This is an optimization exercise on Yosys and OpenROAD, whose aim is small area and a short achievable clock period, not a production implementation. Only simulation tests tie the RTL to the original design; equivalence was not proved. Power and IR drop assume default switching activity.

## build 19
==> flow/design.v (excerpt) <==
module ex_unit #(
    parameter WORD_SIZE = 32,
    NUM_REGS = 32,
    REG_SEL = $clog2(NUM_REGS),
    NUM_WORDS = 1024,
    ADDR_SIZE = $clog2(NUM_WORDS)
    )(
    input clk,
    input rst,
    input flush_idex,
    input stall_idex,
    input flush_exmem,
    input stall_exmem,
    input [ADDR_SIZE - 1 : 0] pc,
    input [WORD_SIZE - 1 : 0] immd,
    input [WORD_SIZE - 1 : 0] data1,
    input [WORD_SIZE - 1 : 0] data2,
    input [3:0] alu_op,
    input [REG_SEL - 1 : 0] rd,
    input [REG_SEL - 1 : 0] rs1,
    input [REG_SEL - 1 : 0] rs2,
    input mem_read,
    input mem_write,
    input mem_to_reg,
    input reg_write,
    input alu_src,
    input branch,
    input jump,
    input [1:0] data_size,
    input data_sign,
    input [WORD_SIZE - 1 : 0] wb_data,
    input [REG_SEL - 1 : 0] wb_rd,
    input wb_reg_write,
    output reg [ADDR_SIZE - 1 : 0] pc_mem,
    output reg [ADDR_SIZE - 1 : 0] branch_target_mem,
    output reg [WORD_SIZE - 1 : 0] alu_result_mem,
    output reg [REG_SEL - 1 : 0] rd_mem,
    output reg mem_read_mem,
    output reg mem_write_mem,
    output reg mem_to_reg_mem,
    output reg reg_write_mem,
    output reg alu_zero_mem,
    output reg branch_mem,
    output reg jump_mem,
    output reg [WORD_SIZE - 1 : 0] write_data_mem,
    output reg [1:0] data_size_mem,
    output reg data_sign_mem
    );
    reg bubble_ex;
    always @(posedge clk or posedge rst) begin
        if (rst)              bubble_ex <= 1'b1;
        else if (flush_idex)  bubble_ex <= 1'b1;
        else if (!stall_idex) bubble_ex <= 1'b0;
    end
    reg [ADDR_SIZE - 1 : 0] pc_ex;
    reg [WORD_SIZE - 1 : 0] immd_ex, data1_ex, data2_ex;
    reg [3:0] alu_op_ex;
    reg [REG_SEL - 1 : 0] rd_ex, rs1_ex, rs2_ex;
    reg mem_read_ex, mem_write_ex, mem_to_reg_ex, reg_write_ex;
    reg alu_src_ex, branch_ex, jump_ex;
    reg [1:0] data_size_ex;
    reg data_sign_ex;
    always @(posedge clk) begin
        if (!stall_idex) begin
            pc_ex <= pc;
            immd_ex <= immd;
            data1_ex <= data1;
  ...
For scale: about 2200 cells after synthesis, roughly 17000 um^2 of cells after synthesis.
clock: 7.5 ns
lec_check: 0
abc_area: 1
cap_margin: 20
core_margin: 2
core_utilization: 40
setup_slack_margin: 2.0
slew_margin: 20
standard.sh (not shown) runs the stock make flow with config.mk's settings and CLKGATE_MAP_FILE= SYNTH_SCRIPT=/design/flow/synth_recipe.tcl, a recipe that flattens the netlist after the stock synthesis.
==> flow/flow/run.sh <==
#!/bin/bash
# Standard layout, with plain buf_1 cells (not delay buffers) as the port buffers.
set -euo pipefail
export BUFFER_PORTS_ARGS="-buffer_cell sky130_fd_sc_hd__buf_1"
bash standard.sh > standard_flow.log 2>&1
#### Input delta (build 52 over build 19)
-- flow/design.v --
<<< build 19, line 90
    wire wb_hit1 = wb_reg_write && (wb_rd == rs1_ex) && wb_may1;
    wire wb_hit2 = wb_reg_write && (wb_rd == rs2_ex) && wb_may2;
    wire sel1_mem = mem_hit1;
    wire sel1_wb  = wb_hit1;
    wire sel1_reg = !mem_hit1 && !wb_hit1;
    wire sel2_mem = mem_hit2;
    wire sel2_wb  = wb_hit2;
    wire sel2_reg = !mem_hit2 && !wb_hit2;
    wire [WORD_SIZE - 1 : 0] op_a = ({WORD_SIZE{sel1_mem}} & alu_result_mem)
                                  | ({WORD_SIZE{sel1_wb}} & wb_data)
                                  | ({WORD_SIZE{sel1_reg}} & data1_ex);
    wire [WORD_SIZE - 1 : 0] src2 = ({WORD_SIZE{sel2_mem}} & alu_result_mem)
                                  | ({WORD_SIZE{sel2_wb}} & wb_data)
                                  | ({WORD_SIZE{sel2_reg}} & data2_ex);
    wire [3:0] op = alu_op_ex;
    wire is_add  = (op == 4'b0000);
>>> build 52, line 90
    wire wb_hit1 = wb_reg_write && (wb_rd == rs1_ex) && wb_may1;
    wire wb_hit2 = wb_reg_write && (wb_rd == rs2_ex) && wb_may2;
    wire wb_hitb = wb_reg_write && (wb_rd == rs2_ex) && wb_may2 && !alu_src_ex;
    wire [WORD_SIZE - 1 : 0] a_early = mem_hit1 ? alu_result_mem : data1_ex;
    wire [WORD_SIZE - 1 : 0] s2_early = mem_hit2 ? alu_result_mem : data2_ex;
    wire [WORD_SIZE - 1 : 0] b_early = alu_src_ex ? immd_ex : s2_early;
    wire [WORD_SIZE - 1 : 0] op_a = wb_hit1 ? wb_data : a_early;
    wire [WORD_SIZE - 1 : 0] src2 = wb_hit2 ? wb_data : s2_early;
    wire [3:0] op = alu_op_ex;
    wire is_add  = (op == 4'b0000);
<<< build 19, line 115
    wire is_pass = (op == 4'b1111);
    wire subtract = is_sub | is_slt | is_sltu;
    wire [WORD_SIZE - 1 : 0] b_inv = (({WORD_SIZE{alu_src_ex}} & immd_ex)
                                    | ({WORD_SIZE{!alu_src_ex}} & src2)) ^ {WORD_SIZE{subtract}};
    wire [WORD_SIZE - 1 : 0] op_b = b_inv;   
    wire [WORD_SIZE - 1 : 0] prop = op_a ^ b_inv;
>>> build 52, line 109
    wire is_pass = (op == 4'b1111);
    wire subtract = is_sub | is_slt | is_sltu;
    wire [WORD_SIZE - 1 : 0] b_inv = wb_hitb ? (wb_data ^ {WORD_SIZE{subtract}})
                                             : (b_early ^ {WORD_SIZE{subtract}});
    wire [WORD_SIZE - 1 : 0] op_b = b_inv;   
    wire [WORD_SIZE - 1 : 0] prop = op_a ^ b_inv;
<<< build 19, line 162
    wire is_addsub = is_add | is_sub;
    wire [WORD_SIZE - 1 : 0] zero_carry = {op_a[WORD_SIZE - 2 : 0] | b_inv[WORD_SIZE - 2 : 0], subtract};
    wire zero_sum = &(~(prop ^ zero_carry));
    wire zero_other = ~|res_other;
    wire alu_zero = is_cmp ? cmp : is_addsub ? zero_sum : zero_other;
    wire [ADDR_SIZE - 1 : 0] pc_m4 = pc_ex - 4;
    wire [ADDR_SIZE - 1 : 0] branch_target = (branch_ex | jump_ex) ? pc_m4 + immd_ex[ADDR_SIZE - 1 : 0] : pc_m4;
>>> build 52, line 156
    wire is_addsub = is_add | is_sub;
    wire [WORD_SIZE - 1 : 0] zero_carry = {op_a[WORD_SIZE - 2 : 0] | b_inv[WORD_SIZE - 2 : 0], subtract};
    wire [WORD_SIZE - 1 : 0] zero_bit = is_addsub ? ~(prop ^ zero_carry) : ~res_other;
    wire alu_zero = is_cmp ? cmp : &zero_bit;
    wire [ADDR_SIZE - 1 : 0] pc_m4 = pc_ex - 4;
    wire [ADDR_SIZE - 1 : 0] branch_target = (branch_ex | jump_ex) ? pc_m4 + immd_ex[ADDR_SIZE - 1 : 0] : pc_m4;
--- outcome ---
Sort build 19 and build 52 by clock-buffer cell count asc -> top: build 52. Of build 19 and build 52, build 52 shows the higher total setup buffers inserted after CTS, with build 19 below it. Build 52 reports a higher synthesized area than build 19 does. Side by side, clock power turned out lower in build 52 than in build 19. Portion of total power attributed to the clock network in build 52 vs build 19: down 4.2 points. Compared with build 19, build 52 is the more power-hungry design. Build 19 -> build 52: via count of the first global-routing pass increased by a few percent. Portion of the layout cell area used by clock cells on build 52 is down relative to build 19. When the final numbers for build 19 and build 52 were put side by side, the switching power turned out to be greater in build 52. Routed wire in build 52 totals more than in build 19.

what the ideal ports hide:
The flow's constraints put no driver on any port. The routed layouts listed below were extracted and timed again, unchanged, in two steps.
Step 1, drivers: a clkbuf_16 drives clk and a buf_2 each remaining input, both assumed.
Step 2 also shifts input and output timing later by t, the mid clock arrival at the registers, as if the neighbouring blocks saw the same clock.
Slacks: ideal ports / drivers / drivers and shift; pairs: ideal ports / drivers.
run	shift t [ns]	setup slack, ns	slew at the worst register clock pin (ns)	worst slew at a driven data input, ns
build 19	0.623	2.338 / 2.374 / 1.751	0.07 / 0.07	0.08
build 52	0.625	2.219 / 2.250 / 1.625	0.07 / 0.07	0.08
After both steps every run listed still meets setup and hold. The setup slack of build 52, which loses most, moves by +0.031 ns with the drivers and by -0.594 ns with both steps.
